Source: an optimization exercise on an open RTL-to-GDS flow (aim: a short achievable clock period and few clock cycles). Production flows keep margins and buffers that such runs may drop. No functional check of the RTL was part of any run shown here. Power and IR drop assume default switching activity.

==> design/flow/design.v <==
module idecoder(input [15:0] w, input [2:0] xd, input [2:0] wd, input [2:0] ld,
                output movi, output ldr, output str, output halt,
                output ra, output rbu, output rcu, output wr, output add, output lop_and,
                output lop_notb, output cmp, output outv,
                output [2:0] dest, output [7:0] rn_oh, output [7:0] rm_oh, output [7:0] rd_oh,
                output [6:0] bsel,
                output [2:0] x, output [2:0] wb, output [2:0] l);
  wire [2:0] opc = w[15:13];
  wire [1:0] op  = w[12:11];
  wire [2:0] rn  = w[10:8];
  wire [2:0] rd  = w[7:5];
  wire [2:0] rm  = w[2:0];
  wire mv  = (opc == 3'b110) & (op == 2'b00);
  wire alu = (opc == 3'b101);
  wire mem;
  assign movi = (opc == 3'b110) & (op == 2'b10);
  assign ldr  = (opc == 3'b011);
  assign str  = (opc == 3'b100);
  assign mem  = ldr | str;
  assign halt = ~(movi | mv | alu | mem);
  assign ra   = (alu & (op != 2'b11)) | mem;
  assign rbu  = mv | alu;
  assign rcu  = str;
  assign wr   = movi | mv | (alu & (op != 2'b01)) | ldr;
  assign add  = (alu & (op == 2'b00)) | ldr;
  assign lop_and  = alu & (op == 2'b10);
  assign lop_notb = alu & (op == 2'b11);
  assign cmp  = alu & (op == 2'b01);
  assign outv = mv | (alu & (op != 2'b01)) | mem;
  assign dest  = movi ? rn : rd;
  assign rn_oh = 8'b1 << rn;
  assign rm_oh = 8'b1 << rm;
  assign rd_oh = 8'b1 << rd;
  wire sb = mv | alu;
  assign bsel  = {movi, ldr, str, sb & (w[4:3] == 2'b00), sb & (w[4:3] == 2'b01),
                  sb & (w[4:3] == 2'b10), sb & (w[4:3] == 2'b11)};
  assign x  = {rn == xd, rm == xd, rd == xd};
  assign wb = {rn == wd, rm == wd, rd == wd};
  assign l  = {rn == ld, rm == ld, rd == ld};
endmodule
module cpu(input clk, input rst_n, input [7:0] start_pc, input [15:0] ram_r_data,
           output waiting, output [15:0] out, output [15:0] ram_w_data, output N, output V, output Z, output [7:0] ram_addr, output ram_w_en);
  localparam K = 4;                
  reg [15:0] rf [0:7];
  reg [7:0]  addr_q, pc_q;
  reg        wen_q;
  reg [15:0] wdata_q;
  reg        fetch_q;              
  reg        arr_q;                
  reg [15:0] bq [0:K-1];           
  reg [K-1:0] bv;                  
  reg [15:0] ir;
  reg        ir_v;
  reg        d_movi, d_ldr, d_str, d_halt, d_wr, d_add, d_out, d_cmp, d_and, d_notb;
  reg [2:0]  d_dest;
  reg [7:0]  d_rn_oh, d_rm_oh, d_rd_oh;
  reg [6:0]  d_bsel;               
  reg [2:0]  f_ex, f_wb, f_ld, f_rf;   
  reg        stall_q;
  reg        cons_q;               
  reg [15:0] a_q, b_q;
  reg        ex_add, ex_and, ex_notb;    
  reg        ex_wr, ex_out, ex_cmp, ex_ldr, ex_str;
  reg [2:0]  ex_dest;
  reg [7:0]  ex_imm;
  reg [7:0]  wb_lo, wb_h0, wb_h1;
  reg        wb_c;
  reg [15:0] wb_l;
  reg        wb_add, wb_ldr, wb_outadd, wb_cmp;
  reg [7:0]  wb_wr_oh;
  reg [2:0]  wb_dest;
  reg [7:0]  w2_oh;                
  reg        wb_z, wb_db, wb_dh0, wb_dh1, wb_a15, wb_b15;
  reg [15:0] out_q, out_s;
  reg        z_q, n_q, v_q, z_s, n_s, v_s;
  reg        wait_q;
  assign waiting    = wait_q;
  assign out        = out_q;
  assign ram_w_data = wdata_q;
  assign ram_addr   = addr_q;
  assign ram_w_en   = wen_q;
  assign Z = z_q;
  assign N = n_q;
  assign V = v_q;
  wire [8:0]  lo  = {1'b0, a_q[7:0]} + {1'b0, b_q[7:0]};
  wire [7:0]  h0  = a_q[15:8] + b_q[15:8];
  wire [7:0]  h1  = a_q[15:8] - ~b_q[15:8];         
  wire [8:0]  dlo = {1'b0, a_q[7:0]} - {1'b0, b_q[7:0]};
  wire [7:0]  dh0 = a_q[15:8] - b_q[15:8];
  wire [7:0]  dh1 = a_q[15:8] + ~b_q[15:8];         
  wire [15:0] ex_l = ex_and ? (a_q & b_q) : ex_notb ? ~b_q : b_q;
  wire [15:0] wb_sum = {(wb_h0 & {8{~wb_c}}) | (wb_h1 & {8{wb_c}}), wb_lo};
  wire [15:0] wb_res = wb_add ? wb_sum : wb_l;
  wire        wb_n   = (wb_dh0 & ~wb_db) | (wb_dh1 & wb_db);
  wire consume = cons_q;
  reg [15:0] rf_a, rf_b, rf_c;
  integer j;
  always @(*) begin
    rf_a = 16'h0;
    rf_b = 16'h0;
    rf_c = 16'h0;
    for (j = 0; j < 8; j = j + 1) begin
      rf_a = rf_a | ({16{d_rn_oh[j]}} & rf[j]);
      rf_b = rf_b | ({16{d_rm_oh[j]}} & rf[j]);
      rf_c = rf_c | ({16{d_rd_oh[j]}} & rf[j]);
    end
  end
  wire [15:0] va = ({16{f_ex[2]}} & ex_l) | ({16{f_wb[2]}} & wb_res) |
                   ({16{f_ld[2]}} & ram_r_data) | ({16{f_rf[2]}} & rf_a);
  wire [15:0] vb = ({16{f_ex[1]}} & ex_l) | ({16{f_wb[1]}} & wb_res) |
                   ({16{f_ld[1]}} & ram_r_data) | ({16{f_rf[1]}} & rf_b);
  wire [15:0] vc = ({16{f_ex[0]}} & ex_l) | ({16{f_wb[0]}} & wb_res) |
                   ({16{f_ld[0]}} & ram_r_data) | ({16{f_rf[0]}} & rf_c);
  wire [15:0] sximm5 = {{11{ir[4]}}, ir[4:0]};
  wire [15:0] sximm8 = {{8{ir[7]}}, ir[7:0]};
  wire [15:0] b_d = ({16{d_bsel[6]}} & sximm8) | ({16{d_bsel[5]}} & sximm5) |
                    ({16{d_bsel[4]}} & vc) | ({16{d_bsel[3]}} & vb) |
                    ({16{d_bsel[2]}} & {vb[14:0], 1'b0}) |
                    ({16{d_bsel[1] | d_bsel[0]}} & {d_bsel[0] & vb[15], vb[15:1]});
  wire take   = ~ir_v | consume;
  wire from_b = take & bv[0];
  wire cx = consume & d_wr;
  wire cw = ex_wr;
  wire cl = wb_ldr;
  wire i_movi, i_ldr, i_str, i_halt, i_ra, i_rbu, i_rcu, i_wr, i_add, i_and, i_notb, i_cmp, i_out;
  wire [2:0] i_dest; wire [7:0] i_rn, i_rm, i_rd; wire [6:0] i_bs;
  wire [2:0] i_x, i_w, i_l;
  idecoder DI(ir, d_dest, ex_dest, wb_dest, i_movi, i_ldr, i_str, i_halt, i_ra, i_rbu, i_rcu,
              i_wr, i_add, i_and, i_notb, i_cmp, i_out, i_dest, i_rn, i_rm, i_rd, i_bs,
              i_x, i_w, i_l);
  wire h_movi, h_ldr, h_str, h_halt, h_ra, h_rbu, h_rcu, h_wr, h_add, h_and, h_notb, h_cmp, h_out;
  wire [2:0] h_dest; wire [7:0] h_rn, h_rm, h_rd; wire [6:0] h_bs;
  wire [2:0] h_x, h_w, h_l;
  idecoder DH(bq[0], d_dest, ex_dest, wb_dest, h_movi, h_ldr, h_str, h_halt, h_ra, h_rbu, h_rcu,
              h_wr, h_add, h_and, h_notb, h_cmp, h_out, h_dest, h_rn, h_rm, h_rd, h_bs,
              h_x, h_w, h_l);
  wire r_movi, r_ldr, r_str, r_halt, r_ra, r_rbu, r_rcu, r_wr, r_add, r_and, r_notb, r_cmp, r_out;
  wire [2:0] r_dest; wire [7:0] r_rn, r_rm, r_rd; wire [6:0] r_bs;
  wire [2:0] r_x, r_w, r_l;
  idecoder DR(ram_r_data, d_dest, ex_dest, wb_dest, r_movi, r_ldr, r_str, r_halt, r_ra, r_rbu, r_rcu,
              r_wr, r_add, r_and, r_notb, r_cmp, r_out, r_dest, r_rn, r_rm, r_rd, r_bs,
              r_x, r_w, r_l);
  wire [2:0] i_fw = {3{cw}} & i_w, i_fl = {3{cl}} & i_l;
  wire [2:0] i_use = {i_ra, i_rbu, i_rcu};
  wire i_st = ex_ldr & |(i_use & i_fw);
  wire [2:0] h_fx = {3{cx}} & h_x, h_fw = {3{cw}} & h_w, h_fl = {3{cl}} & h_l;
  wire [2:0] h_use = {h_ra, h_rbu, h_rcu};
  wire h_st = (d_add & |(h_use & h_fx)) | (ex_ldr & |(h_use & h_fw));
  wire [2:0] r_fx = {3{cx}} & r_x, r_fw = {3{cw}} & r_w, r_fl = {3{cl}} & r_l;
  wire [2:0] r_use = {r_ra, r_rbu, r_rcu};
  wire r_st = (d_add & |(r_use & r_fx)) | (ex_ldr & |(r_use & r_fw));
  wire nx_v = ~take | bv[0] | arr_q;
  always @(posedge clk) begin
    if (take) ir <= from_b ? bq[0] : ram_r_data;
    if (!take) begin
      d_movi <= i_movi; d_ldr <= i_ldr; d_str <= i_str; d_halt <= i_halt;
      d_wr <= i_wr; d_add <= i_add; d_and <= i_and; d_notb <= i_notb;
      d_cmp <= i_cmp; d_out <= i_out; d_dest <= i_dest;
      d_rn_oh <= i_rn; d_rm_oh <= i_rm; d_rd_oh <= i_rd; d_bsel <= i_bs;
      f_ex <= 3'b000; f_wb <= i_fw; f_ld <= i_fl & ~i_fw; f_rf <= ~(i_fw | i_fl);
    end else if (from_b) begin
      d_movi <= h_movi; d_ldr <= h_ldr; d_str <= h_str; d_halt <= h_halt;
      d_wr <= h_wr; d_add <= h_add; d_and <= h_and; d_notb <= h_notb;
      d_cmp <= h_cmp; d_out <= h_out; d_dest <= h_dest;
      d_rn_oh <= h_rn; d_rm_oh <= h_rm; d_rd_oh <= h_rd; d_bsel <= h_bs;
      f_ex <= h_fx; f_wb <= h_fw & ~h_fx; f_ld <= h_fl & ~h_fw & ~h_fx;
      f_rf <= ~(h_fx | h_fw | h_fl);
    end else begin
      d_movi <= r_movi; d_ldr <= r_ldr; d_str <= r_str; d_halt <= r_halt;
      d_wr <= r_wr; d_add <= r_add; d_and <= r_and; d_notb <= r_notb;
      d_cmp <= r_cmp; d_out <= r_out; d_dest <= r_dest;
      d_rn_oh <= r_rn; d_rm_oh <= r_rm; d_rd_oh <= r_rd; d_bsel <= r_bs;
      f_ex <= r_fx; f_wb <= r_fw & ~r_fx; f_ld <= r_fl & ~r_fw & ~r_fx;
      f_rf <= ~(r_fx | r_fw | r_fl);
    end
    if (!rst_n) begin
      ir_v    <= 1'b0;
      stall_q <= 1'b0;
      cons_q  <= 1'b0;
    end else begin
      ir_v    <= nx_v;
      stall_q <= ~take ? i_st : from_b ? h_st : r_st;
      cons_q  <= ~take ? (~i_halt & ~i_st) :
                 from_b ? (~h_halt & ~h_st) : (arr_q & ~r_halt & ~r_st);
    end
  end
  wire pop  = from_b;
  wire push = arr_q & ~(take & ~bv[0]);
  reg [15:0] sh_q [0:K-1];
  reg [K-1:0] sh_v;
  integer f;
  always @(*) begin
    for (f = 0; f < K; f = f + 1) begin
      sh_q[f] = (pop && f < K - 1) ? bq[(f < K - 1) ? f + 1 : f] : bq[f];
      sh_v[f] = pop ? ((f < K - 1) ? bv[(f < K - 1) ? f + 1 : f] : 1'b0) : bv[f];
    end
  end
  always @(posedge clk) begin
    for (f = 0; f < K; f = f + 1) begin
      if (push && !sh_v[f] && (f == 0 || sh_v[(f == 0) ? 0 : f - 1]))
        bq[f] <= ram_r_data;
      else
        bq[f] <= sh_q[f];
    end
    if (!rst_n) bv <= {K{1'b0}};
    else        bv <= sh_v | (push ? (sh_v + 1'b1) & ~sh_v : {K{1'b0}});
  end
  wire [1:0] xin = {1'b0, ir_v} + {1'b0, arr_q} + {1'b0, fetch_q};
  wire fetch_ok = (xin == 2'd0) | ((xin == 2'd1) & ~bv[K-1]) |
                  ((xin == 2'd2) & ~bv[K-2]) | ((xin == 2'd3) & ~bv[K-3]);
  always @(posedge clk) begin
    if (!rst_n) begin
      addr_q  <= start_pc;
      pc_q    <= start_pc + 8'd1;
      fetch_q <= 1'b1;
      wen_q   <= 1'b0;
      arr_q   <= 1'b0;
    end else begin
      arr_q <= fetch_q;
      if (ex_ldr | ex_str) begin
        addr_q  <= a_q[7:0] + ex_imm;
        fetch_q <= 1'b0;
        wen_q   <= ex_str;
      end else begin
        addr_q  <= pc_q;
        wen_q   <= 1'b0;
        fetch_q <= fetch_ok;
        if (fetch_ok) pc_q <= pc_q + 8'd1;
      end
    end
    wdata_q <= b_q;
  end
  always @(posedge clk) begin
    if (!rst_n) begin
      ex_wr  <= 1'b0;
      ex_out <= 1'b0;
      ex_cmp <= 1'b0;
      ex_ldr <= 1'b0;
      ex_str <= 1'b0;
    end else begin
      ex_wr  <= consume & d_wr;
      ex_out <= consume & d_out;
      ex_cmp <= consume & d_cmp;
      ex_ldr <= consume & d_ldr;
      ex_str <= consume & d_str;
    end
    a_q     <= va;
    b_q     <= b_d;
    ex_add  <= d_add;
    ex_and  <= d_and;
    ex_notb <= d_notb;
    ex_dest <= d_dest;
    ex_imm  <= sximm5[7:0];
  end
  always @(posedge clk) begin
    if (!rst_n) begin
      wb_wr_oh  <= 8'h00;
      w2_oh     <= 8'h00;
      wb_ldr    <= 1'b0;
      wb_outadd <= 1'b0;
      wb_cmp    <= 1'b0;
    end else begin
      wb_wr_oh  <= (ex_wr & ~ex_ldr) ? (8'b1 << ex_dest) : 8'h00;
      w2_oh     <= wb_ldr ? (8'b1 << wb_dest) : 8'h00;
      wb_ldr    <= ex_ldr;
      wb_outadd <= ex_out & ex_add;
      wb_cmp    <= ex_cmp;
    end
    wb_dest <= ex_dest;
    wb_lo  <= lo[7:0];
    wb_c   <= lo[8];
    wb_h0  <= h0;
    wb_h1  <= h1;
    wb_l   <= ex_l;
    wb_add <= ex_add;
    wb_z   <= (a_q == b_q);
    wb_db  <= dlo[8];
    wb_dh0 <= dh0[7];
    wb_dh1 <= dh1[7];
    wb_a15 <= a_q[15];
    wb_b15 <= b_q[15];
  end
  wire [15:0] out_d = (ex_out & ~ex_add) ? ex_l : wb_outadd ? wb_sum : out_s;
  wire        z_d = wb_cmp ? wb_z : z_s;
  wire        n_d = wb_cmp ? wb_n : n_s;
  wire        v_d = wb_cmp ? ((wb_a15 != wb_b15) & (wb_n != wb_a15)) : v_s;
  always @(posedge clk) begin
    out_q <= out_d;
    z_q   <= z_d;
    n_q   <= n_d;
    v_q   <= v_d;
    if ((ex_out & ~ex_add) | wb_outadd) out_s <= out_d;
    if (wb_cmp) begin
      z_s <= z_d;
      n_s <= n_d;
      v_s <= v_d;
    end
  end
  integer k;
  always @(posedge clk) begin
    for (k = 0; k < 8; k = k + 1)
      if (wb_wr_oh[k])   rf[k] <= wb_res;
      else if (w2_oh[k]) rf[k] <= ram_r_data;
  end
  always @(posedge clk) begin
    if (!rst_n) wait_q <= 1'b0;
    else if (ir_v & d_halt & ~(ex_out & ex_add) & ~ex_cmp & ~ex_str) wait_q <= 1'b1;
  end
endmodule
==> design/flow/run.sh <==
#!/bin/bash
# synth_recipe.tcl (not shown) runs the flow's synth.tcl, then flattens the netlist and writes it again
# the make line also repeats each setting of config.mk as NAME=value (left out here)
make -C /OpenROAD-flow-scripts/flow DESIGN_CONFIG=/design/flow/config.mk WORK_HOME=/design/flow/orfs CLKGATE_MAP_FILE= SYNTH_SCRIPT=/design/flow/synth_recipe.tcl finish
==> design/flow/config.mk <==
export PLATFORM = sky130hd
export DESIGN_NAME = cpu
export DESIGN_NICKNAME = cpu
export VERILOG_FILES = /design/flow/design.v
export SDC_FILE = /design/flow/constraint.sdc
export NUM_CORES = 4
export LEC_CHECK = 0
export ABC_CLOCK_PERIOD_IN_PS = 2000
export CAP_MARGIN = 20
export CORE_MARGIN = 2
export CORE_UTILIZATION = 40
export PLACE_DENSITY = 0.6
export SETUP_SLACK_MARGIN = 3.4
export SLEW_MARGIN = 20
==> design/flow/constraint.sdc <==
create_clock -name core_clock -period 5.5 [get_ports {clk}]
set_input_delay 1.1000 -clock core_clock [delete_from_list [all_inputs] [get_ports {clk}]]
set_output_delay 1.1000 -clock core_clock [all_outputs]
set_load 0.01 [all_outputs]
==> metrics.yaml, run 1 <==
grt_max_degree: 47
drt-total-wl_um: 82100
slew_violations: 0
synth_seq_cells: 458
hpwl_um: 49800
final_common_cell: "edfxtp_1"
portBuffers: 70
initial_core_util_pct: 40.3
final_cells: 3127
hold_path.class: "reg2reg"
netlist_area_um2: 23100
dr_total_vias: 19461
cp.arrival_ns: 2.69
finalSetupViolCount: 0
r2r_slack_ns: 3.26
synth_area_leaders: "edfxtp_1 (31%), dfxtp_1 (19%), a22oi_1 (8.0%)"
hold_start: "d_notb$_DFF_P_"
clockBufferDepth: 3
leakage_nw: 10.3
reg2reg_to: "b_q[9]$_DFF_P_"
internal_power_mw: 7.61
cts_inserted_buffers: 50
areaGrowthSynthToFinish_pct: 21.0
r2r-start: "d_rm_oh[7]$_SDFF_PN0_"
r2r_cells: 9
clkTransAtPathRegs_ns: 0.07
antenna_found_initial: 3
worstPathRequired_ns: 5.96
cts_tree: "built"
mostFrequentLayoutCells: "edfxtp_1 (235), a22oi_1 (219), nor2_1 (195), dfxtp_1 (179), nand2_1 (167)"
tightestPinTransition_ns: 1.21
fillerInstances: 5097
clk_latency_ns: 0.60
skew_ns: 0.0229
drt_iter0_drc: 3056
worst_slack_ns: 3.26
wl_per_cell_um: 26.3
grt_usage_pct: 26.7
final_nets: 2392
peakVddDrop_uv: 251
cts.sinks: 458
drt.antenna.violating_nets: 0
max_cap_viol_count: 0
fin_util_pct: 48.7
path_cells: "buf_12, clkbuf_16, buf_4, a22oi_1, nand4_1, a22oi_1, nand2_1, a222oi_1, nand2_1"
die_h_um: 244
dr.pass1.iters: 10
setup_tns_ns: 0
finalCritPeriodShare_pct: 40.7
hold_path_end: "ex_notb$_DFF_P_"
route.detailed.drc: 0
ys_warn_count: 7
switching_share_pct: 33.6
htreeDepth: 2
seq_area_frac_synth_pct: 49.9
core_um2: 57400
synth-async-reset-ratio_pct: 0
multiInputGateArea_um2: 11000
synth_edf_count: 235
cts_root_buf: "clkbuf_16"
synth_cell_types: 73
gp_congestion: 0.925
hold_depth: 0
placementRows: 88
pre_cts_slack_ns: 1.80
outcome: "finished clean"
regArea_um2: 11600
end_kind: "flop"
place_inst: 2917
synth_cells: 2250
synth_nets: 2322
fmax_mhz: 447
cellPowerDensity_nw_per_um2: 410
grt_pass1_wl_um: 120000
p_switching_mw: 3.84
synth_top_area_share_pct: 30.6
slew_headroom_pct: 17.2
dieArea_um2: 59700
cp-start-kind: "flop"
power_frac_seq_pct: 40.2
critPathKind: "reg2reg"
pwr-share-comb_pct: 27.8
yosysTopAreaCell: "edfxtp_1"
slowest_stage: "dfxtp_4"
diodes: 0
overflow: 0
period_minus_slack_ns: 2.24
hold_viol_final: 0
critPathMaxFanout: 4
synthFlopType: "edfxtp_1"
rsz0062_at_grt: "true"
avgSynthCellArea_um2: 10.3
drive_above_1_share_pct: 25.0
critical-path-max-stage-delay_ns: 0.36
die_x_um: 244
clkPwrFrac_pct: 32.0
hold_buffers: 0
num_io_pins: 71
grt_pass1_vias: 18629
via_per_inst: 6.22
[power by group through the flow]
stage | logic (mW) | clock network [mW] | registers (mW)
2_1_floorplan | 2.01 | 0 | 4.33
3_3_place_gp | 2.65 | 0 | 4.64
3_5_place_dp | 2.70 | 0 | 4.66
4_1_cts | 2.88 | 3.71 | 4.59
5_1_grt | 3.39 | 3.85 | 4.65
6_report | 3.18 | 3.66 | 4.61
[logic make-up (layout without fill, tap and decap cells)]
family | count (synthesis) | after routing | synth area share, %
flops | 458 | 458 | 49.9
buf+inv | 264 | 374 | 4.84
compound gates | 583 | 583 | 17.1
fa+ha+maj | 46 | 46 | 2.65
simple gates | 603 | 605 | 12.4
mux | 177 | 177 | 8.43
xor+xnor | 119 | 119 | 4.63
[cells in the mapped netlist (all sizes together), types with 7 or more instances]
cell type and instances:
a21oi 153, a222oi 41, a22oi 247, a31oi 11, and2 9, and3 7, buf 65, clkbuf 146
dfxtp 223, edfxtp 235, ha 41, inv 53, mux2 138, mux2i 39, nand2 174, nand2b 20
nand3 19, nand4 76, nor2 198, nor2b 23, nor3 28, nor3b 7, o21ai 65, o21bai 11
o22ai 8, o31ai 9, or2 19, xnor2 95, xor2 24
[cell type report]
| class | count | share of cell area, % |
|---|---|---|
| Tap cell | 765 | 3.42 |
| Clock buffer | 70 | 5.41 |
| Inverter | 53 | 0.734 |
| Timing Repair Buffer | 227 | 8.58 |
| Multi-Input combinational cell | 1530 | 39.2 |
| Sequential cell | 458 | 41.5 |
| Clock inverter | 24 | 1.13 |
[per-layer routing]
| layer | vias up | GRT usage [%] | part of all wire [%] |
|---|---|---|---|
| met5 | - | 0 | 0.021 |
| met4 | 2 | 13.2 | 5.4 |
| met3 | 343 | 7.06 | 11 |
| met2 | 1310 | 42.4 | 45 |
| met1 | 9324 | 33.7 | 38 |
| li1 | 8482 | - | - |
[critical path: cells and delay by family (launching register included)]
kind	cells	cell delay, ns
AO/OA/AOI/OAI	3	0.84
AND/OR/NAND/NOR	3	0.46
buffers and inverters	3	0.42
flip-flops	1	0.36
[per-stage QoR]
stage | instance area [um2] | hold slack (ns) | power, mW
5_1_grt | 28000 | 0.330 | 11.9
4_1_cts | 27100 | 0.324 | 11.2
3_3_place_gp | 24200 | 0.318 | 7.29
6_report | 28000 | 0.321 | 11.5
2_1_floorplan | 23300 | 0.310 | 6.34
3_5_place_dp | 24200 | 0.312 | 7.36
[worst max-delay path by stage]
| stage | from | end | depth (start not counted) | slack [ns] |
|---|---|---|---|---|
| 6_report | d_rm_oh[7]$_SDFF_PN0_ | b_q[9]$_DFF_P_ | 9 | 3.26 |
| 5_1_grt | d_rm_oh[2]$_SDFF_PP0_ | b_q[1]$_DFF_P_ | 8 | 3.26 |
| 4_1_cts | wb_add$_DFF_P_ | b_q[12]$_DFF_P_ | 7 | 3.32 |
| 3_5_place_dp | ram_r_data[14] | cons_q$_SDFF_PN0_ | 8 | 1.80 |
| 3_3_place_gp | ram_r_data[6] | cons_q$_SDFF_PN0_ | 8 | 1.63 |
| 2_1_floorplan | ram_r_data[5] | cons_q$_SDFF_PN0_ | 8 | 3.00 |
[registers in the layout, indices dropped and copies added, names as in the netlist, 15 cells and up]
name,cells
a_q,16
wdata_q,15
out_q,16
wb_l,16
out_s,16
bq,64
rf,128
b_q,16
ir,16
[repair_timing]
item | in CTS | in global routing
cloned | 8 | 3
setup endpoints to repair | 318 | 179
resized for setup | 388 | 113
pin swaps | 20 | 65
buffers inserted | 61 | 44
==> run 2, diff against run 1 <==
--- a/design/flow/design.v
+++ b/design/flow/design.v
@@ -40,7 +40,7 @@
 endmodule
 module cpu(input clk, input rst_n, input [7:0] start_pc, input [15:0] ram_r_data,
            output waiting, output [15:0] out, output [15:0] ram_w_data, output N, output V, output Z, output [7:0] ram_addr, output ram_w_en);
-  localparam K = 4;                
+  localparam K = 6;                
   reg [15:0] rf [0:7];
   reg [7:0]  addr_q, pc_q;
   reg        wen_q;
@@ -134,44 +134,28 @@
   idecoder DH(bq[0], d_dest, ex_dest, wb_dest, h_movi, h_ldr, h_str, h_halt, h_ra, h_rbu, h_rcu,
               h_wr, h_add, h_and, h_notb, h_cmp, h_out, h_dest, h_rn, h_rm, h_rd, h_bs,
               h_x, h_w, h_l);
-  wire r_movi, r_ldr, r_str, r_halt, r_ra, r_rbu, r_rcu, r_wr, r_add, r_and, r_notb, r_cmp, r_out;
-  wire [2:0] r_dest; wire [7:0] r_rn, r_rm, r_rd; wire [6:0] r_bs;
-  wire [2:0] r_x, r_w, r_l;
-  idecoder DR(ram_r_data, d_dest, ex_dest, wb_dest, r_movi, r_ldr, r_str, r_halt, r_ra, r_rbu, r_rcu,
-              r_wr, r_add, r_and, r_notb, r_cmp, r_out, r_dest, r_rn, r_rm, r_rd, r_bs,
-              r_x, r_w, r_l);
   wire [2:0] i_fw = {3{cw}} & i_w, i_fl = {3{cl}} & i_l;
   wire [2:0] i_use = {i_ra, i_rbu, i_rcu};
   wire i_st = ex_ldr & |(i_use & i_fw);
   wire [2:0] h_fx = {3{cx}} & h_x, h_fw = {3{cw}} & h_w, h_fl = {3{cl}} & h_l;
   wire [2:0] h_use = {h_ra, h_rbu, h_rcu};
   wire h_st = (d_add & |(h_use & h_fx)) | (ex_ldr & |(h_use & h_fw));
-  wire [2:0] r_fx = {3{cx}} & r_x, r_fw = {3{cw}} & r_w, r_fl = {3{cl}} & r_l;
-  wire [2:0] r_use = {r_ra, r_rbu, r_rcu};
-  wire r_st = (d_add & |(r_use & r_fx)) | (ex_ldr & |(r_use & r_fw));
-  wire nx_v = ~take | bv[0] | arr_q;
+  wire nx_v = ~take | bv[0];
   always @(posedge clk) begin
-    if (take) ir <= from_b ? bq[0] : ram_r_data;
+    if (take) ir <= bq[0];
     if (!take) begin
       d_movi <= i_movi; d_ldr <= i_ldr; d_str <= i_str; d_halt <= i_halt;
       d_wr <= i_wr; d_add <= i_add; d_and <= i_and; d_notb <= i_notb;
       d_cmp <= i_cmp; d_out <= i_out; d_dest <= i_dest;
       d_rn_oh <= i_rn; d_rm_oh <= i_rm; d_rd_oh <= i_rd; d_bsel <= i_bs;
       f_ex <= 3'b000; f_wb <= i_fw; f_ld <= i_fl & ~i_fw; f_rf <= ~(i_fw | i_fl);
-    end else if (from_b) begin
+    end else begin
       d_movi <= h_movi; d_ldr <= h_ldr; d_str <= h_str; d_halt <= h_halt;
       d_wr <= h_wr; d_add <= h_add; d_and <= h_and; d_notb <= h_notb;
       d_cmp <= h_cmp; d_out <= h_out; d_dest <= h_dest;
       d_rn_oh <= h_rn; d_rm_oh <= h_rm; d_rd_oh <= h_rd; d_bsel <= h_bs;
       f_ex <= h_fx; f_wb <= h_fw & ~h_fx; f_ld <= h_fl & ~h_fw & ~h_fx;
       f_rf <= ~(h_fx | h_fw | h_fl);
-    end else begin
-      d_movi <= r_movi; d_ldr <= r_ldr; d_str <= r_str; d_halt <= r_halt;
-      d_wr <= r_wr; d_add <= r_add; d_and <= r_and; d_notb <= r_notb;
-      d_cmp <= r_cmp; d_out <= r_out; d_dest <= r_dest;
-      d_rn_oh <= r_rn; d_rm_oh <= r_rm; d_rd_oh <= r_rd; d_bsel <= r_bs;
-      f_ex <= r_fx; f_wb <= r_fw & ~r_fx; f_ld <= r_fl & ~r_fw & ~r_fx;
-      f_rf <= ~(r_fx | r_fw | r_fl);
     end
     if (!rst_n) begin
       ir_v    <= 1'b0;
@@ -179,13 +163,12 @@
       cons_q  <= 1'b0;
     end else begin
       ir_v    <= nx_v;
-      stall_q <= ~take ? i_st : from_b ? h_st : r_st;
-      cons_q  <= ~take ? (~i_halt & ~i_st) :
-                 from_b ? (~h_halt & ~h_st) : (arr_q & ~r_halt & ~r_st);
+      stall_q <= ~take ? i_st : h_st;
+      cons_q  <= ~take ? (~i_halt & ~i_st) : (from_b & ~h_halt & ~h_st);
     end
   end
   wire pop  = from_b;
-  wire push = arr_q & ~(take & ~bv[0]);
+  wire push = arr_q;
   reg [15:0] sh_q [0:K-1];
   reg [K-1:0] sh_v;
   integer f;
==> metrics.yaml, run 2 <==
portBuffers: 70
dieArea_um2: 60800
grt_pass1_wl_um: 110000
total_power_mw: 11.8
peakVddDrop_uv: 260
path_delay_family: "flip-flops"
path_cells: "buf_6"
setup_tns_ns: 0
rsz0062_at_grt: "true"
drt.antenna.violating_nets: 0
top_regs: "rf x128, bq x96"
dr_wl_met3_um: 8300
fin_hold_ws_ns: 0.328
netlist_area_um2: 23500
final_common_cell: "edfxtp_1"
hpwl_um: 47700
wl_met2_um: 34100
synth_area_leaders: "edfxtp_1 (34%), dfxtp_1 (19%), mux2_2 (7.7%)"
die_x_um: 247
top_register: "rf"
final_nets: 2286
yosysTopAreaCell: "edfxtp_1"
pwr-share-comb_pct: 24.6
switching_share_pct: 32.9
cp-start-kind: "flop"
core_um2: 57900
highest_layer: "met4"
dr.pass1.iters: 8
mostFrequentLayoutCells: "edfxtp_1 (267), a22oi_1 (235), dfxtp_1 (178), nor2_1 (169), mux2_2 (161)"
synth-async-reset-ratio_pct: 0
pre_cts_slack_ns: 2.26
cts_root_buf: "clkbuf_16"
critPathMaxFanout: 3
finish.instance_area_um2: 27700
cts.sinks: 492
grt_max_degree: 55
leakage_nw: 10.1
drt-total-wl_um: 75100
slew_violations: 0
gp_congestion: 0.942
hold_path.class: "reg2reg"
grt_pass1_vias: 17837
clkPwrFrac_pct: 32.5
clk_latency_ns: 0.62
place_area_um2: 24600
finalSetupViolCount: 0
critPathKind: "reg2out"
regArea_um2: 12600
synth_cell_types: 68
largest_reg_flops: 128
period_minus_slack_ns: 2.16
outcome: "finished clean"
initial_core_util_pct: 40.6
place_inst: 2832
synth_top_area_share_pct: 34.1
synth_edf_count: 267
grt_usage_pct: 23.8
cts_inserted_buffers: 54
synth_cells: 2164
p_switching_mw: 3.87
synth_nets: 2236
final_cells: 3020
cp.arrival_ns: 1.06
end_kind: "primary output"
hold_viol_final: 0
critical-path-max-stage-delay_ns: 0.35
overflow: 0
fillerInstances: 5196
diodes: 0
clkTransAtPathRegs_ns: 0.06
drt_iter0_drc: 3021
power_frac_seq_pct: 42.9
drive_above_1_share_pct: 23.6
htreeDepth: 2
tightestPinTransition_ns: 1.17
ys_warn_count: 7
wl_met1_um: 30100
cellPowerDensity_nw_per_um2: 425
wl_per_cell_um: 24.9
num_io_pins: 71
multiInputGateArea_um2: 10300
fmax_mhz: 463
dr_total_vias: 18481
synth.most_common_cell: "edfxtp_1"
slowest_stage: "dfxtp_2"
via_per_inst: 6.12
internal_power_mw: 7.91
synthTopCellsByCount: "edfxtp_1 (267), a22oi_1 (239), dfxtp_1 (225)"
fin_util_pct: 47.9
skew_ns: 0.0139
cts_tree: "built"
die_h_um: 247
seq_area_frac_synth_pct: 53.2
max_cap_viol_count: 0
avgSynthCellArea_um2: 10.9
finalCritPeriodShare_pct: 39.2
worstPathRequired_ns: 4.40
worst_slack_ns: 3.34
synth_seq_cells: 492
placementRows: 88
antenna_found_initial: 0
route.detailed.drc: 0
clockBufferDepth: 3
crit_buf_inv: 1
areaGrowthSynthToFinish_pct: 17.9
slew_headroom_pct: 21.9
synthFlopType: "edfxtp_1"
==> run 2: cell count changes after synthesis, moves of 11 or more <==
cell and change:
edfxtp_1 +32, xnor2_1 -29, nor2_1 -26, mux2_2 +25
nand4_1 -24, nand2_1 -18, buf_2 -17, o21ai_0 -16
nor3_1 -11
==> run 2: per-layer routing <==
layer	global-route usage (%)	vias to the layer above
met3	6.26	234
li1	-	8195
met2	37.9	1250
met4	9.07	0
met1	31.0	8802
met5	0	-
==> run 2: layout make-up <==
class | count | share of cell area [%]
clock buffers | 74 | 5.86
clock inverters | 23 | 0.960
inverters | 56 | 0.789
multi-input cells | 1424 | 37.2
flip-flops and latches | 492 | 45.4
well taps | 765 | 3.45
repair buffers | 186 | 6.29
==> run 2: worst paths after layout <==
check / start / to / slack [ns] / cells after the start
max: wb_b15$_DFF_P_ / ram_w_data[15] / 3.34 / 1
min: d_notb$_DFF_P_ / ex_notb$_DFF_P_ / 0.33 / 0
max reg2reg: d_rm_oh[5]$_SDFF_PN0_ / b_q[13]$_DFF_P_ / 3.40 / 8
min reg2reg: d_notb$_DFF_P_ / ex_notb$_DFF_P_ / 0.33 / 0
==> run 2: repair_timing <==
item / CTS / global route
endpoints found under the hold margin: 0 / 0
endpoints found under the setup margin: 325 / 193
pin swaps: 17 / 36
setup buffers: 25 / 63
cloned: 0 / 3
resized for setup: 270 / 98
hold buffers: 0 / 0
==> run 2: power by group through the flow <==
stage	clock network (mW)	logic, mW	registers (mW)
final	3.83	2.90	5.06
after global routing	4.02	3.14	5.10
after CTS	3.88	2.62	5.05
after detailed placement	0	2.53	5.12
after global placement	0	2.48	5.11
after floorplan	0	1.96	4.69
==> run 2: cells by family after synthesis <==
logic type,share of synthesized area [%]
compound gates,17.1
simple gates,10.2
flops,53.2
buf+inv,4.22
mux,9.36
xor+xnor,3.35
fa+ha+maj,2.61
==> run 3, diff against run 2 <==
--- a/design/flow/design.v
+++ b/design/flow/design.v
@@ -55,7 +55,7 @@
   reg [2:0]  d_dest;
   reg [7:0]  d_rn_oh, d_rm_oh, d_rd_oh;
   reg [6:0]  d_bsel;               
-  reg [2:0]  f_ex, f_wb, f_ld, f_rf;   
+  reg [2:0]  f_ex, f_wb, f_rf;       
   reg        stall_q;
   reg        cons_q;               
   reg [15:0] a_q, b_q;
@@ -106,11 +106,11 @@
     end
   end
   wire [15:0] va = ({16{f_ex[2]}} & ex_l) | ({16{f_wb[2]}} & wb_res) |
-                   ({16{f_ld[2]}} & ram_r_data) | ({16{f_rf[2]}} & rf_a);
+                   ({16{f_rf[2]}} & rf_a);
   wire [15:0] vb = ({16{f_ex[1]}} & ex_l) | ({16{f_wb[1]}} & wb_res) |
-                   ({16{f_ld[1]}} & ram_r_data) | ({16{f_rf[1]}} & rf_b);
+                   ({16{f_rf[1]}} & rf_b);
   wire [15:0] vc = ({16{f_ex[0]}} & ex_l) | ({16{f_wb[0]}} & wb_res) |
-                   ({16{f_ld[0]}} & ram_r_data) | ({16{f_rf[0]}} & rf_c);
+                   ({16{f_rf[0]}} & rf_c);
   wire [15:0] sximm5 = {{11{ir[4]}}, ir[4:0]};
   wire [15:0] sximm8 = {{8{ir[7]}}, ir[7:0]};
   wire [15:0] b_d = ({16{d_bsel[6]}} & sximm8) | ({16{d_bsel[5]}} & sximm5) |
@@ -136,10 +136,11 @@
               h_x, h_w, h_l);
   wire [2:0] i_fw = {3{cw}} & i_w, i_fl = {3{cl}} & i_l;
   wire [2:0] i_use = {i_ra, i_rbu, i_rcu};
-  wire i_st = ex_ldr & |(i_use & i_fw);
+  wire i_st = (ex_ldr & |(i_use & i_fw)) | |(i_use & i_fl & ~i_fw);
   wire [2:0] h_fx = {3{cx}} & h_x, h_fw = {3{cw}} & h_w, h_fl = {3{cl}} & h_l;
   wire [2:0] h_use = {h_ra, h_rbu, h_rcu};
-  wire h_st = (d_add & |(h_use & h_fx)) | (ex_ldr & |(h_use & h_fw));
+  wire h_st = (d_add & |(h_use & h_fx)) | (ex_ldr & |(h_use & h_fw)) |
+              |(h_use & h_fl & ~h_fw & ~h_fx);
   wire nx_v = ~take | bv[0];
   always @(posedge clk) begin
     if (take) ir <= bq[0];
@@ -148,14 +149,13 @@
       d_wr <= i_wr; d_add <= i_add; d_and <= i_and; d_notb <= i_notb;
       d_cmp <= i_cmp; d_out <= i_out; d_dest <= i_dest;
       d_rn_oh <= i_rn; d_rm_oh <= i_rm; d_rd_oh <= i_rd; d_bsel <= i_bs;
-      f_ex <= 3'b000; f_wb <= i_fw; f_ld <= i_fl & ~i_fw; f_rf <= ~(i_fw | i_fl);
+      f_ex <= 3'b000; f_wb <= i_fw; f_rf <= ~i_fw;
     end else begin
       d_movi <= h_movi; d_ldr <= h_ldr; d_str <= h_str; d_halt <= h_halt;
       d_wr <= h_wr; d_add <= h_add; d_and <= h_and; d_notb <= h_notb;
       d_cmp <= h_cmp; d_out <= h_out; d_dest <= h_dest;
       d_rn_oh <= h_rn; d_rm_oh <= h_rm; d_rd_oh <= h_rd; d_bsel <= h_bs;
-      f_ex <= h_fx; f_wb <= h_fw & ~h_fx; f_ld <= h_fl & ~h_fw & ~h_fx;
-      f_rf <= ~(h_fx | h_fw | h_fl);
+      f_ex <= h_fx; f_wb <= h_fw & ~h_fx; f_rf <= ~(h_fx | h_fw);
     end
     if (!rst_n) begin
       ir_v    <= 1'b0;
--- a/design/flow/config.mk
+++ b/design/flow/config.mk
@@ -9,6 +9,8 @@
 export CAP_MARGIN = 20
 export CORE_MARGIN = 2
 export CORE_UTILIZATION = 40
+export CTS_CLUSTER_DIAMETER = 100
+export CTS_CLUSTER_SIZE = 24
 export PLACE_DENSITY = 0.6
 export SETUP_SLACK_MARGIN = 3.4
 export SLEW_MARGIN = 20
==> metrics.yaml, run 3 <==
outcome: "finished clean"
peakVddDrop_uv: 225
place_inst: 2764
grt_usage_pct: 22.5
synth.most_common_cell: "edfxtp_1"
drt_iter0_drc: 2379
core_um2: 57700
final_common_cell: "edfxtp_1"
worstPathRequired_ns: 4.40
die_x_um: 246
slew_violations: 0
finalCritPeriodShare_pct: 38.8
synth_top_area_share_pct: 34.3
clkTransAtPathRegs_ns: 0.09
drt.antenna.violating_nets: 0
cp.arrival_ns: 1.04
gp_congestion: 0.897
drt-total-wl_um: 70400
dr_total_vias: 17377
switching_share_pct: 39.6
diodes: 0
fin_util_pct: 44.7
synth_cells: 2107
p_switching_mw: 4.81
critical-path-max-stage-delay_ns: 0.34
top_register: "rf"
cts_inserted_buffers: 24
initial_core_util_pct: 40.5
grt_max_degree: 65
synth_edf_count: 267
clk_latency_ns: 0.60
internal_power_mw: 7.34
final_nets: 2141
mostFrequentLayoutCells: "edfxtp_1 (267), a22oi_1 (208), dfxtp_1 (166), nor2_1 (146), mux2_2 (136)"
max_cap_viol_count: 0
rsz0062_at_grt: "true"
netlist_area_um2: 23400
antenna_found_initial: 0
cts_tree: "built"
cts_root_buf: "clkbuf_16"
dieArea_um2: 60400
synthFlopType: "edfxtp_1"
seq_area_frac_synth_pct: 53.3
yosysTopAreaCell: "edfxtp_1"
fillerInstances: 5254
ys_warn_count: 7
slew_headroom_pct: 20.3
drive_above_1_share_pct: 19.8
largest_reg_flops: 128
grt_pass1_vias: 16767
areaGrowthSynthToFinish_pct: 10.4
leakage_nw: 9.02
regArea_um2: 12600
die_h_um: 246
critPathMaxFanout: 2
path_cells: "buf_6"
synth_nets: 2179
fmax_mhz: 468
tightestPinTransition_ns: 1.19
top_regs: "rf x128, bq x96"
grt_pass1_wl_um: 104000
avgSynthCellArea_um2: 11.1
path_delay_family: "flip-flops"
period_minus_slack_ns: 2.14
placementRows: 88
final_cells: 2851
hpwl_um: 45500
synth_area_leaders: "edfxtp_1 (34%), dfxtp_1 (19%), a22oi_1 (6.7%)"
slowest_stage: "dfxtp_2"
crit_buf_inv: 1
critPathKind: "reg2out"
htreeDepth: 1
synth_seq_cells: 489
clockBufferDepth: 3
cellPowerDensity_nw_per_um2: 471
skew_ns: 0.0263
portBuffers: 70
cp-start-kind: "flop"
synth_cell_types: 82
synthTopCellsByCount: "edfxtp_1 (267), dfxtp_1 (222), a22oi_1 (209)"
overflow: 0
via_per_inst: 6.10
num_io_pins: 71
end_kind: "primary output"
synth-async-reset-ratio_pct: 0
wl_per_cell_um: 24.7
clkPwrFrac_pct: 16.6
hold_path.class: "reg2reg"
pwr-share-comb_pct: 35.3
route.detailed.drc: 0
dr.pass1.iters: 7
finalSetupViolCount: 0
cts.sinks: 489
hold_buffers: 0
multiInputGateArea_um2: 10100
power_frac_seq_pct: 48.1
hold_viol_final: 0
setup_tns_ns: 0
[run 3: changes by cell type after synthesis, moves of 10 or more]
cell and delta:
a22oi_1 -30, mux2_4 +10, nor2_1 -23, a222oi_1 -11, clkbuf_1 -20, buf_6 +11
nand2_1 -16, nand3_1 +13, a21oi_1 -31, a221o_1 +14, o21ai_0 +23, mux2_2 -25
xor2_1 +11
[run 3: cell type report]
cell class                      count  share of cell area (%)
Sequential cell                   489                    48.7
Multi-Input combinational cell   1362                    39.2
Timing Repair Buffer              125                    4.53
Tap cell                          765                    3.71
Clock buffer                       40                    2.56
Inverter                           65                    1.06
Clock inverter                      3                   0.146
Timing Repair inverter              2                  0.0873
[run 3: final timing paths]
check	slack, ns	to	cells past startpoint	from
worst max-delay path	3.36	waiting	1	wait_q$_SDFFE_PN0P_
worst max register to register	3.41	bq[1][8]$_DFFE_PP_	5	bv[1]$_SDFF_PN0_
worst min-delay path	0.34	ex_and$_DFF_P_	0	d_and$_DFF_P_
worst min register to register	0.34	ex_and$_DFF_P_	0	d_and$_DFF_P_
[run 3: what timing repair did]
| action | in CTS | in global routing |
|---|---|---|
| buffers inserted | 10 | 29 |
| hold endpoints to repair | 0 | 0 |
| gates cloned | 1 | 4 |
| setup endpoints to repair | 333 | 153 |
| pin swaps | 6 | 17 |
| gates resized for setup | 271 | 88 |
[run 3: cell families (layout without fill, tap and decap cells)]
| kind of cell | after synthesis | in the layout | share of synthesized area, % |
|---|---|---|---|
| adder cells (fa/ha/maj) | 46 | 46 | 2.62 |
| AND/OR/NAND/NOR | 474 | 474 | 9.97 |
| AO/OA/AOI/OAI | 553 | 553 | 16.2 |
| XOR/XNOR | 92 | 92 | 3.45 |
| buffers and inverters | 256 | 235 | 5.00 |
| flip-flops | 489 | 489 | 53.3 |
| multiplexers | 197 | 197 | 9.43 |
[run 3: power by group through the flow]
| stage | Sequential [mW] | Combinational, mW | Clock, mW |
|---|---|---|---|
| CTS | 5.75 | 3.88 | 2.05 |
| global placement | 5.79 | 3.69 | 0 |
| finish | 5.84 | 4.29 | 2.02 |
| floorplan | 4.97 | 3.24 | 0 |
| detailed placement | 5.80 | 3.79 | 0 |
| global route | 5.89 | 4.67 | 2.19 |
[run 3: stage by stage]
step | cell area [um2] | power [mW] | worst slack, ns | hold slack [ns]
4_1_cts | 25100 | 11.7 | 3.34 | 0.346
3_3_place_gp | 24200 | 9.48 | 2.24 | 0.311
3_5_place_dp | 24200 | 9.59 | 2.15 | 0.319
5_1_grt | 25800 | 12.8 | 3.32 | 0.346
6_report | 25800 | 12.2 | 3.36 | 0.342
2_1_floorplan | 23400 | 8.21 | 3.26 | 0.310
[run 3: per-layer routing]
metal  global-route usage [%]  vias to the layer above  part of all wire (%)
met5                        0                        -                     0
met4                     8.65                        0                   3.7
met3                     4.52                      209                   9.2
met2                     36.0                      988                    46
met1                     29.9                     8436                    41
li1                         -                     7744                     -
==> run 4, diff against run 3 <==
--- a/design/flow/design.v
+++ b/design/flow/design.v
@@ -134,6 +134,12 @@
   idecoder DH(bq[0], d_dest, ex_dest, wb_dest, h_movi, h_ldr, h_str, h_halt, h_ra, h_rbu, h_rcu,
               h_wr, h_add, h_and, h_notb, h_cmp, h_out, h_dest, h_rn, h_rm, h_rd, h_bs,
               h_x, h_w, h_l);
+  wire r_movi, r_ldr, r_str, r_halt, r_ra, r_rbu, r_rcu, r_wr, r_add, r_and, r_notb, r_cmp, r_out;
+  wire [2:0] r_dest; wire [7:0] r_rn, r_rm, r_rd; wire [6:0] r_bs;
+  wire [2:0] r_x, r_w, r_l;
+  idecoder DR(ram_r_data, d_dest, ex_dest, wb_dest, r_movi, r_ldr, r_str, r_halt, r_ra, r_rbu, r_rcu,
+              r_wr, r_add, r_and, r_notb, r_cmp, r_out, r_dest, r_rn, r_rm, r_rd, r_bs,
+              r_x, r_w, r_l);
   wire [2:0] i_fw = {3{cw}} & i_w, i_fl = {3{cl}} & i_l;
   wire [2:0] i_use = {i_ra, i_rbu, i_rcu};
   wire i_st = (ex_ldr & |(i_use & i_fw)) | |(i_use & i_fl & ~i_fw);
@@ -141,21 +147,31 @@
   wire [2:0] h_use = {h_ra, h_rbu, h_rcu};
   wire h_st = (d_add & |(h_use & h_fx)) | (ex_ldr & |(h_use & h_fw)) |
               |(h_use & h_fl & ~h_fw & ~h_fx);
-  wire nx_v = ~take | bv[0];
+  wire [2:0] r_fx = {3{cx}} & r_x, r_fw = {3{cw}} & r_w, r_fl = {3{cl}} & r_l;
+  wire [2:0] r_use = {r_ra, r_rbu, r_rcu};
+  wire r_st = (d_add & |(r_use & r_fx)) | (ex_ldr & |(r_use & r_fw)) |
+              |(r_use & r_fl & ~r_fw & ~r_fx);
+  wire nx_v = ~take | bv[0] | arr_q;
   always @(posedge clk) begin
-    if (take) ir <= bq[0];
+    if (take) ir <= from_b ? bq[0] : ram_r_data;
     if (!take) begin
       d_movi <= i_movi; d_ldr <= i_ldr; d_str <= i_str; d_halt <= i_halt;
       d_wr <= i_wr; d_add <= i_add; d_and <= i_and; d_notb <= i_notb;
       d_cmp <= i_cmp; d_out <= i_out; d_dest <= i_dest;
       d_rn_oh <= i_rn; d_rm_oh <= i_rm; d_rd_oh <= i_rd; d_bsel <= i_bs;
       f_ex <= 3'b000; f_wb <= i_fw; f_rf <= ~i_fw;
-    end else begin
+    end else if (from_b) begin
       d_movi <= h_movi; d_ldr <= h_ldr; d_str <= h_str; d_halt <= h_halt;
       d_wr <= h_wr; d_add <= h_add; d_and <= h_and; d_notb <= h_notb;
       d_cmp <= h_cmp; d_out <= h_out; d_dest <= h_dest;
       d_rn_oh <= h_rn; d_rm_oh <= h_rm; d_rd_oh <= h_rd; d_bsel <= h_bs;
       f_ex <= h_fx; f_wb <= h_fw & ~h_fx; f_rf <= ~(h_fx | h_fw);
+    end else begin
+      d_movi <= r_movi; d_ldr <= r_ldr; d_str <= r_str; d_halt <= r_halt;
+      d_wr <= r_wr; d_add <= r_add; d_and <= r_and; d_notb <= r_notb;
+      d_cmp <= r_cmp; d_out <= r_out; d_dest <= r_dest;
+      d_rn_oh <= r_rn; d_rm_oh <= r_rm; d_rd_oh <= r_rd; d_bsel <= r_bs;
+      f_ex <= r_fx; f_wb <= r_fw & ~r_fx; f_rf <= ~(r_fx | r_fw);
     end
     if (!rst_n) begin
       ir_v    <= 1'b0;
@@ -163,12 +179,13 @@
       cons_q  <= 1'b0;
     end else begin
       ir_v    <= nx_v;
-      stall_q <= ~take ? i_st : h_st;
-      cons_q  <= ~take ? (~i_halt & ~i_st) : (from_b & ~h_halt & ~h_st);
+      stall_q <= ~take ? i_st : from_b ? h_st : r_st;
+      cons_q  <= ~take ? (~i_halt & ~i_st) :
+                 from_b ? (~h_halt & ~h_st) : (arr_q & ~r_halt & ~r_st);
     end
   end
   wire pop  = from_b;
-  wire push = arr_q;
+  wire push = arr_q & ~(take & ~bv[0]);
   reg [15:0] sh_q [0:K-1];
   reg [K-1:0] sh_v;
   integer f;
--- a/design/flow/config.mk
+++ b/design/flow/config.mk
@@ -9,8 +9,6 @@
 export CAP_MARGIN = 20
 export CORE_MARGIN = 2
 export CORE_UTILIZATION = 40
-export CTS_CLUSTER_DIAMETER = 100
-export CTS_CLUSTER_SIZE = 24
 export PLACE_DENSITY = 0.6
 export SETUP_SLACK_MARGIN = 3.4
 export SLEW_MARGIN = 20
==> metrics.yaml, run 4 <==
reg2reg_to: "cons_q$_SDFF_PN0_"
synth_xor_area_share_pct: 4.32
final_nets: 2380
yosys.area_share.simple_pct: 11.6
synth.most_common_cell: "edfxtp_1"
place_area_um2: 25200
synth_top_area_share_pct: 33.3
grt_pass1_vias: 18370
synth_nets: 2354
core_um2: 59400
finish.instance_area_um2: 28300
drive_above_1_share_pct: 22.0
synthTopCellsByCount: "edfxtp_1 (267), dfxtp_1 (222), a22oi_1 (216)"
skew_ns: 0.0230
num_io_pins: 71
clk_latency_ns: 0.61
grt_max_degree: 45
rsz0062_at_grt: "true"
end_kind: "primary output"
cts.sinks: 489
hold_path.class: "reg2reg"
seq_area_frac_synth_pct: 51.7
via_per_inst: 6.18
final_common_cell: "edfxtp_1"
top_regs: "rf x128, bq x96"
cts_tree: "built"
tightestPinTransition_ns: 1.17
peakVddDrop_uv: 193
synth_edf_count: 267
worst-path-stages: 1
cts_root_buf: "clkbuf_16"
fin_util_pct: 47.7
synth_cell_types: 73
synth_area_leaders: "edfxtp_1 (33%), dfxtp_1 (18%), a22oi_1 (6.7%)"
drt-total-wl_um: 79600
grt_usage_pct: 24.5
crit_buf_inv: 1
hpwl_um: 50600
top_register: "rf"
hold_viol_final: 0
slew_headroom_pct: 22.0
initial_core_util_pct: 40.6
finalCritPeriodShare_pct: 39.9
dr.pass1.iters: 8
outcome: "finished clean"
place_inst: 2943
largest_reg_flops: 128
synth_mux_area_share_pct: 8.95
netlist_area_um2: 24100
grt_pass1_wl_um: 117000
slew_violations: 0
r2r-start: "ir[13]$_DFFE_PN_"
gp_congestion: 0.896
fin_hold_ws_ns: 0.376
max_cap_viol_count: 0
synth_cells: 2282
total_power_mw: 13.8
mostFrequentLayoutCells: "edfxtp_1 (267), a22oi_1 (205), dfxtp_1 (171), nor2_1 (165), nand2_1 (162)"
critPathMaxFanout: 3
areaGrowthSynthToFinish_pct: 17.6
pre_cts_slack_ns: 1.80
die_x_um: 249
synth-async-reset-ratio_pct: 0
clockBufferDepth: 3
worst_slack_ns: 3.31
portBuffers: 70
synth_top_family_by_area: "compound AO/OA/AOI/OAI gates"
cp-start-kind: "flop"
htreeDepth: 2
avgSynthCellArea_um2: 10.6
path_delay_family: "flip-flops"
wl_per_cell_um: 25.5
setup_tns_ns: 0
fmax_mhz: 456
yosysTopAreaCell: "edfxtp_1"
placementRows: 89
slowest_stage: "dfxtp_4"
cp-startpoint: "wb_b15$_DFF_P_"
dr_total_vias: 19322
synthAdderAreaFrac_pct: 2.54
final_cells: 3125
clkTransAtPathRegs_ns: 0.06
ys_warn_count: 7
cts_inserted_buffers: 52
critical-path-max-stage-delay_ns: 0.36
synth_seq_cells: 489
cp.arrival_ns: 1.09
synthFlopType: "edfxtp_1"
critPathKind: "reg2out"
synth-compound-area-share_pct: 16.2
r2r_slack_ns: 3.35
dieArea_um2: 62200
overflow: 0
worstPathRequired_ns: 4.40
route.detailed.drc: 0
die_h_um: 249
drt.antenna.violating_nets: 0
cellPowerDensity_nw_per_um2: 487
antenna_found_initial: 2
r2r_cells: 8
leakage_nw: 10.1
cp-endpoint: "ram_w_data[15]"
fillerInstances: 5307
period_minus_slack_ns: 2.19
finalSetupViolCount: 0
drt_iter0_drc: 2842
path_cells: "buf_6"
[run 4: changes by cell type after synthesis, sizes merged, moves of 6 or more]
cell	before	now
nand4	43	61
a31oi	19	10
xor2	37	19
clkbuf	133	146
or2	10	16
nand2	140	168
nor3	19	34
nor2	147	173
o21ai	84	101
nor2b	21	34
xnor2	55	100
[run 4: routing by layer]
| layer | share of wire [%] | up-vias | GRT usage, % |
|---|---|---|---|
| met5 | 0 | - | 0 |
| met4 | 4.3 | 0 | 10.1 |
| met3 | 11 | 287 | 5.76 |
| met2 | 43 | 1258 | 36.8 |
| met1 | 42 | 9263 | 34.0 |
| li1 | - | 8514 | - |
[run 4: cell type report]
type	instances	area [um2]	area share, %
Clock buffer	64	1410	4.97
Tap cell	773	967	3.41
Antenna cell	1	2.50	0.00883
Multi-Input combinational cell	1525	11100	39.3
Sequential cell	489	12600	44.4
Inverter	67	263	0.927
Clock inverter	33	358	1.26
Timing Repair Buffer	173	1630	5.76
[run 4: kinds of logic (layout without fill, tap and decap cells)]
family,after synthesis,after routing
multiplexers,196,196
AO/OA/AOI/OAI,577,577
buffers and inverters,274,337
XOR/XNOR,119,119
adder cells (fa/ha/maj),46,46
flip-flops,489,489
other,0,1
AND/OR/NAND/NOR,581,587
[run 4: worst min-delay path by stage]
| stage | from | end | slack (ns) | cells past startpoint |
|---|---|---|---|---|
| detailed placement | a_q[15]$_DFF_P_ | wb_a15$_DFF_P_ | 0.36 | 0 |
| global route | a_q[15]$_DFF_P_ | wb_a15$_DFF_P_ | 0.39 | 0 |
| finish | a_q[15]$_DFF_P_ | wb_a15$_DFF_P_ | 0.38 | 0 |
| global placement | a_q[15]$_DFF_P_ | wb_a15$_DFF_P_ | 0.37 | 0 |
| floorplan | d_and$_DFF_P_ | ex_and$_DFF_P_ | 0.31 | 0 |
| CTS | a_q[15]$_DFF_P_ | wb_a15$_DFF_P_ | 0.37 | 0 |
[run 4: power by group]
| group | switching [mW] | leakage [nW] | internal (mW) | total (mW) |
|---|---|---|---|---|
| clock | 1.51 | 0.863 | 2.11 | 3.62 |
| sequential | 1.01 | 4.30 | 4.59 | 5.60 |
| combinational | 2.65 | 4.92 | 1.94 | 4.59 |
[run 4: repair_timing]
action / CTS / global route
hold buffers: 0 / 0
buffers inserted: 23 / 52
gates cloned: 9 / 0
pin swaps: 9 / 31
resized for setup: 350 / 120
setup endpoints to repair: 383 / 154
==> run 5, diff against run 4 <==
--- a/design/flow/design.v
+++ b/design/flow/design.v
@@ -55,7 +55,7 @@
   reg [2:0]  d_dest;
   reg [7:0]  d_rn_oh, d_rm_oh, d_rd_oh;
   reg [6:0]  d_bsel;               
-  reg [2:0]  f_ex, f_wb, f_rf;       
+  reg [2:0]  f_ex, f_wb, f_ld, f_rf;   
   reg        stall_q;
   reg        cons_q;               
   reg [15:0] a_q, b_q;
@@ -106,11 +106,11 @@
     end
   end
   wire [15:0] va = ({16{f_ex[2]}} & ex_l) | ({16{f_wb[2]}} & wb_res) |
-                   ({16{f_rf[2]}} & rf_a);
+                   ({16{f_ld[2]}} & ram_r_data) | ({16{f_rf[2]}} & rf_a);
   wire [15:0] vb = ({16{f_ex[1]}} & ex_l) | ({16{f_wb[1]}} & wb_res) |
-                   ({16{f_rf[1]}} & rf_b);
+                   ({16{f_ld[1]}} & ram_r_data) | ({16{f_rf[1]}} & rf_b);
   wire [15:0] vc = ({16{f_ex[0]}} & ex_l) | ({16{f_wb[0]}} & wb_res) |
-                   ({16{f_rf[0]}} & rf_c);
+                   ({16{f_ld[0]}} & ram_r_data) | ({16{f_rf[0]}} & rf_c);
   wire [15:0] sximm5 = {{11{ir[4]}}, ir[4:0]};
   wire [15:0] sximm8 = {{8{ir[7]}}, ir[7:0]};
   wire [15:0] b_d = ({16{d_bsel[6]}} & sximm8) | ({16{d_bsel[5]}} & sximm5) |
@@ -140,17 +140,22 @@
   idecoder DR(ram_r_data, d_dest, ex_dest, wb_dest, r_movi, r_ldr, r_str, r_halt, r_ra, r_rbu, r_rcu,
               r_wr, r_add, r_and, r_notb, r_cmp, r_out, r_dest, r_rn, r_rm, r_rd, r_bs,
               r_x, r_w, r_l);
-  wire [2:0] i_fw = {3{cw}} & i_w, i_fl = {3{cl}} & i_l;
-  wire [2:0] i_use = {i_ra, i_rbu, i_rcu};
-  wire i_st = (ex_ldr & |(i_use & i_fw)) | |(i_use & i_fl & ~i_fw);
-  wire [2:0] h_fx = {3{cx}} & h_x, h_fw = {3{cw}} & h_w, h_fl = {3{cl}} & h_l;
-  wire [2:0] h_use = {h_ra, h_rbu, h_rcu};
-  wire h_st = (d_add & |(h_use & h_fx)) | (ex_ldr & |(h_use & h_fw)) |
-              |(h_use & h_fl & ~h_fw & ~h_fx);
-  wire [2:0] r_fx = {3{cx}} & r_x, r_fw = {3{cw}} & r_w, r_fl = {3{cl}} & r_l;
-  wire [2:0] r_use = {r_ra, r_rbu, r_rcu};
-  wire r_st = (d_add & |(r_use & r_fx)) | (ex_ldr & |(r_use & r_fw)) |
-              |(r_use & r_fl & ~r_fw & ~r_fx);
+  wire [7:0] mx = cx ? (8'b1 << d_dest) : 8'h00;       
+  wire [7:0] mw = cw ? (8'b1 << ex_dest) : 8'h00;      
+  wire [7:0] ml = cl ? (8'b1 << wb_dest) : 8'h00;      
+  wire [7:0] ms = (d_add ? mx : 8'h00) | (ex_ldr ? mw : 8'h00);   
+  wire [7:0] mi = ex_ldr ? mw : 8'h00;                  
+  wire [2:0] i_fw = {|(i_rn & mw), |(i_rm & mw), |(i_rd & mw)};
+  wire [2:0] i_fl = {|(i_rn & ml), |(i_rm & ml), |(i_rd & ml)};
+  wire i_st = (i_ra & |(i_rn & mi)) | (i_rbu & |(i_rm & mi)) | (i_rcu & |(i_rd & mi));
+  wire [2:0] h_fx = {|(h_rn & mx), |(h_rm & mx), |(h_rd & mx)};
+  wire [2:0] h_fw = {|(h_rn & mw), |(h_rm & mw), |(h_rd & mw)};
+  wire [2:0] h_fl = {|(h_rn & ml), |(h_rm & ml), |(h_rd & ml)};
+  wire h_st = (h_ra & |(h_rn & ms)) | (h_rbu & |(h_rm & ms)) | (h_rcu & |(h_rd & ms));
+  wire [2:0] r_fx = {|(r_rn & mx), |(r_rm & mx), |(r_rd & mx)};
+  wire [2:0] r_fw = {|(r_rn & mw), |(r_rm & mw), |(r_rd & mw)};
+  wire [2:0] r_fl = {|(r_rn & ml), |(r_rm & ml), |(r_rd & ml)};
+  wire r_st = (r_ra & |(r_rn & ms)) | (r_rbu & |(r_rm & ms)) | (r_rcu & |(r_rd & ms));
   wire nx_v = ~take | bv[0] | arr_q;
   always @(posedge clk) begin
     if (take) ir <= from_b ? bq[0] : ram_r_data;
@@ -159,19 +164,21 @@
       d_wr <= i_wr; d_add <= i_add; d_and <= i_and; d_notb <= i_notb;
       d_cmp <= i_cmp; d_out <= i_out; d_dest <= i_dest;
       d_rn_oh <= i_rn; d_rm_oh <= i_rm; d_rd_oh <= i_rd; d_bsel <= i_bs;
-      f_ex <= 3'b000; f_wb <= i_fw; f_rf <= ~i_fw;
+      f_ex <= 3'b000; f_wb <= i_fw; f_ld <= i_fl & ~i_fw; f_rf <= ~(i_fw | i_fl);
     end else if (from_b) begin
       d_movi <= h_movi; d_ldr <= h_ldr; d_str <= h_str; d_halt <= h_halt;
       d_wr <= h_wr; d_add <= h_add; d_and <= h_and; d_notb <= h_notb;
       d_cmp <= h_cmp; d_out <= h_out; d_dest <= h_dest;
       d_rn_oh <= h_rn; d_rm_oh <= h_rm; d_rd_oh <= h_rd; d_bsel <= h_bs;
-      f_ex <= h_fx; f_wb <= h_fw & ~h_fx; f_rf <= ~(h_fx | h_fw);
+      f_ex <= h_fx; f_wb <= h_fw & ~h_fx; f_ld <= h_fl & ~h_fw & ~h_fx;
+      f_rf <= ~(h_fx | h_fw | h_fl);
     end else begin
       d_movi <= r_movi; d_ldr <= r_ldr; d_str <= r_str; d_halt <= r_halt;
       d_wr <= r_wr; d_add <= r_add; d_and <= r_and; d_notb <= r_notb;
       d_cmp <= r_cmp; d_out <= r_out; d_dest <= r_dest;
       d_rn_oh <= r_rn; d_rm_oh <= r_rm; d_rd_oh <= r_rd; d_bsel <= r_bs;
-      f_ex <= r_fx; f_wb <= r_fw & ~r_fx; f_rf <= ~(r_fx | r_fw);
+      f_ex <= r_fx; f_wb <= r_fw & ~r_fx; f_ld <= r_fl & ~r_fw & ~r_fx;
+      f_rf <= ~(r_fx | r_fw | r_fl);
     end
     if (!rst_n) begin
       ir_v    <= 1'b0;
==> metrics.yaml, run 5 <==
synth.most_common_cell: "edfxtp_1"
r2r-start: "cons_q$_SDFF_PN0_"
synth_cell_types: 80
crit_buf_inv: 1
htreeDepth: 2
path_delay_family: "flip-flops"
pwr-share-comb_pct: 22.6
path_cells: "buf_6"
tightestPinTransition_ns: 1.25
critPathKind: "reg2out"
slew_violations: 0
clk_latency_ns: 0.65
skew_ns: 0.0524
r2r_slack_ns: 3.39
internal_power_mw: 7.81
top_regs: "rf x128, bq x96"
synth-async-reset-ratio_pct: 0
rsz0062_at_grt: "true"
via_per_inst: 6.33
hold_path_end: "ex_notb$_DFF_P_"
core_um2: 62900
critical-path-max-stage-delay_ns: 0.33
peakVddDrop_uv: 253
end_kind: "primary output"
drt-total-wl_um: 93900
route.detailed.drc: 0
period_minus_slack_ns: 2.18
cts.sinks: 492
clkTransAtPathRegs_ns: 0.06
portBuffers: 70
grt_usage_pct: 27.2
mostFrequentLayoutCells: "edfxtp_1 (267), nand2_1 (259), a22oi_1 (240), nor2_1 (168), dfxtp_1 (161)"
synthFlopType: "edfxtp_1"
ys_warn_count: 7
slew_headroom_pct: 16.2
total_power_mw: 11.6
cp.arrival_ns: 1.08
num_io_pins: 71
finalSetupViolCount: 0
netlist_area_um2: 25400
yosysTopAreaCell: "edfxtp_1"
gp_congestion: 0.907
drt.antenna.violating_nets: 0
drt_iter0_drc: 3836
grt_pass1_vias: 20665
synth_edf_count: 267
wl_per_cell_um: 27.2
avgSynthCellArea_um2: 10.0
top_register: "rf"
synth_nets: 2606
critPathMaxFanout: 3
p_switching_mw: 3.74
synth_cells: 2534
largest_reg_flops: 128
outcome: "finished clean"
setup_tns_ns: 0
seq_area_frac_synth_pct: 49.4
synth_seq_cells: 492
antenna_found_initial: 0
reg2reg_to: "cons_q$_SDFF_PN0_"
clkPwrFrac_pct: 35.2
leakage_nw: 10.8
fmax_mhz: 458
hold_viol_final: 0
cts_inserted_buffers: 54
multiInputGateArea_um2: 12300
final_nets: 2639
die_x_um: 256
hold_path.class: "reg2reg"
fillerInstances: 5708
dr.pass1.iters: 9
[run 5: changes by cell type in the layout (fill, tap and decap cells not counted), moves of 14 or more]
cell	change
nand2_1	+97
a22oi_1	+35
buf_6	+17
o22ai_1	+30
buf_4	+33
mux2_1	-31
a221o_1	-16
clkbuf_16	+14
[run 5: metal layers]
metal  global-route usage, %  part of all wire, %
met5                       0                    0
met4                    11.0                  4.5
met3                    6.09                   11
met2                    42.2                   45
met1                    36.8                   40
[run 5: worst register-to-register path, stage by stage, from the launching register on]
cell and delay, ns:
dfxtp_4 0.41, buf_6 0.13, nand4_4 0.10, o32a_4 0.43, mux4_2 0.50, nor3_2 0.19
nor4b_2 0.07, nand4_1 0.09, nand3_1 0.07
[run 5: cell families (layout without fill, tap and decap cells)]
group                    after synthesis  after routing  share of synthesized area (%)
AO/OA/AOI/OAI                        687            687                           18.3
XOR/XNOR                             113            113                           3.90
adder cells (fa/ha/maj)               46             46                           2.42
buffers and inverters                305            379                           4.74
flip-flops                           492            492                           49.4
multiplexers                         178            178                           7.83
AND/OR/NAND/NOR                      713            718                           13.4
[run 5: power groups by stage]
stage | registers [mW] | clock network, mW | logic [mW]
after global routing | 4.90 | 4.27 | 2.79
after detailed placement | 4.91 | 0 | 2.18
after CTS | 4.84 | 4.09 | 2.30
after floorplan | 4.52 | 0 | 1.67
after global placement | 4.89 | 0 | 2.14
final | 4.88 | 4.06 | 2.61
[run 5: what timing repair did]
item                       4_1_cts  5_1_grt
gates cloned                     9        6
setup buffers                   37       57
resized for setup              381      144
pin swaps                       14       46
hold endpoints to repair         0        0
setup endpoints to repair      409      231
[run 5: how the worst max path moves through the flow]
stage                         from                 to  slack, ns  cells past startpoint
2_1_floorplan       ram_r_data[13]  cons_q$_SDFF_PN0_       3.20                      8
3_3_place_gp         ram_r_data[5]     b_q[4]$_DFF_P_       2.01                      6
3_5_place_dp        ram_r_data[15]  cons_q$_SDFF_PN0_       1.98                      8
4_1_cts        wdata_q[10]$_DFF_P_     ram_w_data[10]       3.29                      1
5_1_grt             wb_b15$_DFF_P_     ram_w_data[15]       3.28                      1
6_report            wb_b15$_DFF_P_     ram_w_data[15]       3.32                      1
[run 5: cell type report]
cell class	count	share of cell area (%)
Clock buffer	79	5.61
Clock inverter	23	1.04
Inverter	55	0.737
Multi-Input combinational cell	1742	40.3
Sequential cell	492	41.6
Tap cell	846	3.48
Timing Repair Buffer	222	7.20
[run 5: per-stage QoR]
stage / instances / utilization (%) / hold slack (ns) / area [um2] / setup WS [ns]
5_1_grt: 3459 / 48.4 / 0.340 / 30400 / 3.28
4_1_cts: 3396 / 46.6 / 0.329 / 29300 / 3.29
3_3_place_gp: 3247 / 42.3 / 0.317 / 26600 / 2.01
2_1_floorplan: 2534 / - / 0.310 / 25600 / 3.20
3_5_place_dp: 3248 / 42.3 / 0.316 / 26600 / 1.98
6_report: 3459 / 48.4 / 0.330 / 30400 / 3.32

port drivers added, routing unchanged:
In the flow no input, the clock included, has a driving cell. The finished layouts below were timed again as built, in two steps.
Step 1, drivers: a clkbuf_16 drives clk and a buf_2 each remaining input, both assumed.
Step 2 times the ports against the registers' clock, not the clock port: input delays grow and output delays shrink by t, the midpoint of the rising clock arrivals with the driver on.
Slacks: no drivers / after step 1 / after step 2; pairs: no drivers / after step 1.
run | t (ns) | slack for setup (ns)
run 1 | 0.653 | 3.262 / 3.262 / 2.753
run 2 | 0.665 | 3.342 / 3.285 / 2.721
run 3 | 0.639 | 3.364 / 3.308 / 2.864
run 4 | 0.661 | 3.306 / 3.246 / 2.788
run 5 | 0.692 | 3.319 / 3.250 / 2.748
After both steps setup and hold are still met in every run listed.
